Context: an optimization exercise on an open-source flow, tuned for small area, a short achievable clock period and few clock cycles. The choices shown serve that exercise and are no tape-out recipe.

## the reference run
==> flow/design.v <==
`timescale 1ns / 1ps
module binary_to_bcd( input clk_in,
                      input [5:0] game_state,
                      input start,
                      input [23:0] binary_in,
                      output logic [31:0] bcd_out,
                      output logic busy
    );
    localparam int K  = 2;           
    localparam int G  = 8;           
    localparam int NT = 24 / K;        
    localparam int TW = $clog2(NT + 1);
    logic [31:0]   R;
    logic [TW-1:0] t;                  
    wire rst = (game_state == 6'd1);
    logic [31:0]   ld;
    logic [TW-1:0] t0;
    always_comb begin
        ld = {binary_in, 8'h00};
        t0 = '0;
        for (int s = G; s < 24; s += G)
            if ((binary_in >> (24 - s)) == 24'd0) begin
                ld = {binary_in << s, 8'h00};
                t0 = TW'(s / K);
            end
    end
    function automatic [3:0] a3(input [3:0] d);
        case (d)
            4'd5: a3 = 4'd8;
            4'd6: a3 = 4'd9;
            4'd7: a3 = 4'd10;
            4'd8: a3 = 4'd11;
            4'd9: a3 = 4'd12;
            default: a3 = d;
        endcase
    endfunction
    logic [31:0] nxt, blk;
    always_comb begin
        logic lead;
        nxt = R;
        for (int l = 0; l < K; l++) begin
            for (int j = 0; j < 7; j++)
                if (j == 0 || int'(t) * K + l >= 4 * j - 4)
                    nxt[4*j +: 4] = a3(nxt[4*j +: 4]);
            nxt = {nxt[30:0], nxt[31]};
        end
        blk = nxt;
        lead = 1'b1;
        for (int j = 7; j >= 1; j--) begin
            if (lead && nxt[4*j +: 4] == 4'd0) blk[4*j +: 4] = 4'hA;
            else lead = 1'b0;
        end
    end
    wire last = (t == TW'(NT - 1));
    always_ff @(posedge clk_in) begin
        t <= busy ? t + 1'b1 : t0;
        if (rst) begin
            busy <= 1'b0;
            R    <= '0;
        end else if (busy) begin
            busy <= !last;
            R    <= last ? blk : nxt;
        end else if (start) begin
            busy <= 1'b1;
            R    <= ld;
        end
    end
    assign bcd_out = R;
endmodule
Settings: LEC_CHECK=0, ABC_AREA=1, CAP_MARGIN=20, CORE_MARGIN=2, CORE_UTILIZATION=40, SLEW_MARGIN=20; clock period 6.0 ns.
run.sh (not shown) runs the stock make flow with config.mk's settings and CLKGATE_MAP_FILE= SYNTH_SCRIPT=/design/flow/synth_recipe.tcl, a recipe that flattens the netlist after the stock synthesis.
Input-level comparison between the trial run and the reference run:
--- a/flow/design.v
+++ b/flow/design.v
@@ -5,9 +5,9 @@
                       input [23:0] binary_in,
                       output logic [31:0] bcd_out,
                       output logic busy
     );
-    localparam int K  = 2;           
+    localparam int K  = 4;           
     localparam int G  = 8;           
     localparam int NT = 24 / K;        
     localparam int TW = $clog2(NT + 1);
     logic [31:0]   R;
--- outcome ---
The ratio of final minimum period to clock period of the trial run exceeds that of the reference run by 5.9 points. Against the reference run as the reference, the trial run delivers a higher distinct cell type count of the synthesized netlist. Summary of the trial run over the reference run: netlist area before placement higher; pin slew with the least headroom to its limit higher. For met3 layer usage reported by global route, the reference run and the trial run come out practically identical. The trial run ended up with a lower core utilization than the reference run did. For first-iteration DRC count, dividing the value from the trial run by the value from the reference run gives 3.1. [compare] base=the reference run new=the trial run: setup slack lost 0.36 ns; via count increased 2079.
No run of this note included a check of the RTL's function; only the layout flow was run.

Starts from the design.v that is shown in full above.
Settings: LEC_CHECK=0, ABC_AREA=1, CAP_MARGIN=20, CORE_MARGIN=2, CORE_UTILIZATION=40, SETUP_SLACK_MARGIN=3.0, SLEW_MARGIN=20; clock period 6.0 ns.
Next try:
--- a/flow/design.v
+++ b/flow/design.v
@@ -5,9 +5,9 @@
                       input [23:0] binary_in,
                       output logic [31:0] bcd_out,
                       output logic busy
     );
-    localparam int K  = 2;           
+    localparam int K  = 4;           
     localparam int G  = 8;           
     localparam int NT = 24 / K;        
     localparam int TW = $clog2(NT + 1);
     logic [31:0]   R;
Worst setup slack degrades by 0.60 ns.
Synthesized area grows by 52%.
Global-route usage shrinks by 0.62 points.
Synthesized cell count grows by 63%.
Final area grows by 78%.
Count of clock-buffer cells in the layout grows by 1.
Via count grows by 61%.
Utilization grows by 8.4 points.
Non-clock buffer count grows by 63.
No run of this note included a check of the RTL's function; only the layout flow was run.

Another version of the RTL of binary_to_bcd (not shown whole).
For scale: ~600 cells after synthesis, roughly 35 flip-flops, roughly 3400 um2 of cells after synthesis.
==> module binary_to_bcd, before the edit <==
module binary_to_bcd( input clk_in,
                      input [5:0] game_state,
                      input start,
                      input [23:0] binary_in,
                      output logic [31:0] bcd_out,
                      output logic busy
    );
    logic [29:0] R;
    logic [3:0]  t;                   
    wire rst = (game_state == 6'd1);
    logic [29:0] ld;
    logic [3:0]  t0;
    logic [3:0] zr, sel;
    always_comb begin
        zr[0] = 1'b1;
        zr[1] = (binary_in[23:19] == '0);
        zr[2] = (binary_in[23:13] == '0);
        zr[3] = (binary_in[23:5] == '0);
        for (int i = 0; i < 4; i++)
            sel[i] = zr[i] & (i == 3 || !zr[i + 1]);
        ld = '0;
        t0 = '0;
        ld = ld | ({30{sel[0]}} & {binary_in[21:0], 6'h0, binary_in[23:22]});
        t0 = t0 | ({4{sel[0]}} & 4'd1);
        ld = ld | ({30{sel[1]}} & {binary_in[15:0], 6'h0, binary_in[23:16]});
        t0 = t0 | ({4{sel[1]}} & 4'd4);
        ld = ld | ({30{sel[2]}} & {binary_in[9:0], 6'h0, binary_in[23:10]});
        t0 = t0 | ({4{sel[2]}} & 4'd7);
        ld = ld | ({30{sel[3]}} & {binary_in[1:0], 6'h0, binary_in[23:2]});
        t0 = t0 | ({4{sel[3]}} & 4'd11);
    end
    function automatic [4:0] dd(input [3:0] d, input c);
        logic [3:0] s;
        s[3] = d[3] | d[2] & (d[1] | d[0]);
        s[2] = d[2] & !d[1] & !d[0] | d[3] & d[0];
        s[1] = d[1] & !d[2] | d[1] & d[0] | d[3] & !d[0];
        s[0] = !d[0] & (d[3] | d[2] & d[1]) | d[0] & !d[3] & !d[2];
        dd = {s, c};
    endfunction
    function automatic int thr(input int j);
        case (j)
            0: thr = 0;
            1: thr = 0;
            2: thr = 8;
            3: thr = 12;
            4: thr = 16;
            5: thr = 18;
            6: thr = 22;
            default: thr = 0;
        endcase
    endfunction
    logic [29:0] nxt, blk;
    always_comb begin
        logic [30:0] r;
        logic z;
        nxt = R;
        for (int l = 0; l < 2; l++) begin
            r[0] = nxt[29];
            for (int j = 0; j < 7; j++)
                if (2 * int'(t) + l >= thr(j))
                    r[4*j +: 5] = dd(nxt[4*j +: 4], r[4*j]);
                else
                    r[4*j +: 5] = {nxt[4*j +: 4], r[4*j]};
            r[30:29] = nxt[29:28];
            nxt = r[29:0];
        end
        blk = nxt;
        z = (nxt[29:28] == 2'd0);
        blk[29] = z;
        for (int j = 6; j >= 1; j--) begin
            z = z & (nxt[4*j +: 4] == 4'd0);
            blk[4*j+3] = nxt[4*j+3] | z;
            blk[4*j+1] = nxt[4*j+1] | z;
        end
    end
    wire last = (t == 4'd11);
    always_ff @(posedge clk_in) begin
        t <= busy ? t + 1'b1 : t0;
        if (rst) begin
            busy <= 1'b0;
            R    <= '0;
        end else if (busy) begin
            busy <= !last;
            R    <= last ? blk : nxt;
        end else if (start) begin
            busy <= 1'b1;
            R    <= ld;
        end
    end
    assign bcd_out = {R[29], 1'b0, R[29:0]};
endmodule
export LEC_CHECK = 0
export ABC_AREA = 1
export CAP_MARGIN = 20
export CORE_MARGIN = 2
export CORE_UTILIZATION = 40
export SETUP_SLACK_MARGIN = 3.5
export SLEW_MARGIN = 20
create_clock -name core_clock -period 6.0 [get_ports {clk_in}]
standard.sh (not shown) runs the stock make flow with config.mk's settings and CLKGATE_MAP_FILE= SYNTH_SCRIPT=/design/flow/synth_recipe.tcl, a recipe that flattens the netlist after the stock synthesis.
==> flow/flow/run.sh <==
#!/bin/bash
# Standard ORFS layout, with plain buf_1 cells as the port buffers.
set -euo pipefail
export BUFFER_PORTS_ARGS="-buffer_cell sky130_fd_sc_hd__buf_1"
bash standard.sh > standard_flow.log 2>&1
The baseline completed without violations.
Rerun with:
--- a/flow/design.v
+++ b/flow/design.v
@@ -9,28 +9,25 @@
     logic [29:0] R;
     logic [3:0]  t;                   
     wire rst = (game_state == 6'd1);
     logic [29:0] ld;
     logic [3:0]  t0;
-    logic [3:0] zr, sel;
     always_comb begin
-        zr[0] = 1'b1;
-        zr[1] = (binary_in[23:19] == '0);
-        zr[2] = (binary_in[23:13] == '0);
-        zr[3] = (binary_in[23:5] == '0);
-        for (int i = 0; i < 4; i++)
-            sel[i] = zr[i] & (i == 3 || !zr[i + 1]);
-        ld = '0;
-        t0 = '0;
-        ld = ld | ({30{sel[0]}} & {binary_in[21:0], 6'h0, binary_in[23:22]});
-        t0 = t0 | ({4{sel[0]}} & 4'd1);
-        ld = ld | ({30{sel[1]}} & {binary_in[15:0], 6'h0, binary_in[23:16]});
-        t0 = t0 | ({4{sel[1]}} & 4'd4);
-        ld = ld | ({30{sel[2]}} & {binary_in[9:0], 6'h0, binary_in[23:10]});
-        t0 = t0 | ({4{sel[2]}} & 4'd7);
-        ld = ld | ({30{sel[3]}} & {binary_in[1:0], 6'h0, binary_in[23:2]});
-        t0 = t0 | ({4{sel[3]}} & 4'd11);
+        ld = {binary_in[21:0], 6'h0, binary_in[23:22]};
+        t0 = 4'd1;
+        if (binary_in[23:19] == '0) begin
+            ld = {binary_in[15:0], 6'h0, binary_in[23:16]};
+            t0 = 4'd4;
+        end
+        if (binary_in[23:13] == '0) begin
+            ld = {binary_in[9:0], 6'h0, binary_in[23:10]};
+            t0 = 4'd7;
+        end
+        if (binary_in[23:5] == '0) begin
+            ld = {binary_in[1:0], 6'h0, binary_in[23:2]};
+            t0 = 4'd11;
+        end
     end
     function automatic [4:0] dd(input [3:0] d, input c);
         logic [3:0] s;
         s[3] = d[3] | d[2] & (d[1] | d[0]);
         s[2] = d[2] & !d[1] & !d[0] | d[3] & d[0];
Result: Die area shrinks slightly; utilization grows by 2.3 points; clock skew hardly moves; routed wire length climbs slightly; area after synthesis went down slightly; cell count grows by a few percent; worst hold slack improves by 6.9 ps.
No run of this note included a check of the RTL's function; only the layout flow was run.

==> separate check: timing with driven ports <==
The flow's constraints put no driver on any port. The routed layouts listed below were extracted and timed again, unchanged, in two steps. Step 1, drivers: a clkbuf_16 drives clk_in and a buf_2 each remaining input, both assumed. Step 2 moves the port delays by t, midway between the first and last clock arrival at a register: inputs arrive t later, outputs are due t later. That takes back most of the time a late clock gives input paths. Three values: ideal, step 1, step 2; two values: the first two.
| run | t, ns | setup WS [ns] | latest minus earliest clock arrival (ns) | worst register clock-pin slew, ns |
|---|---|---|---|---|
| the reference run | 0.327 | 1.955 / 1.954 / 1.628 | 0.012 / 0.011 | 0.09 / 0.09 |
| the trial run | 0.318 | 1.599 / 1.599 / 1.599 | 0.003 / 0.003 | 0.06 / 0.06 |
| the first run of note 2 | 0.328 | 3.181 / 3.180 / 2.853 | 0.013 / 0.013 | 0.09 / 0.09 |
| the second run of note 2 | 0.314 | 2.582 / 2.582 / 2.518 | 0.002 / 0.002 | 0.06 / 0.06 |
| the first run of note 3 | 0.325 | 3.596 / 3.606 / 3.281 | 0.007 / 0.008 | 0.07 / 0.07 |
| the second run of note 3 | 0.314 | 3.527 / 3.537 / 3.224 | 0.005 / 0.005 | 0.07 / 0.07 |
After both steps setup and hold are still met in every run listed. The setup slack of the first run of note 2, which loses most, moves by -0.001 ns with the drivers and by -0.328 ns with both steps.
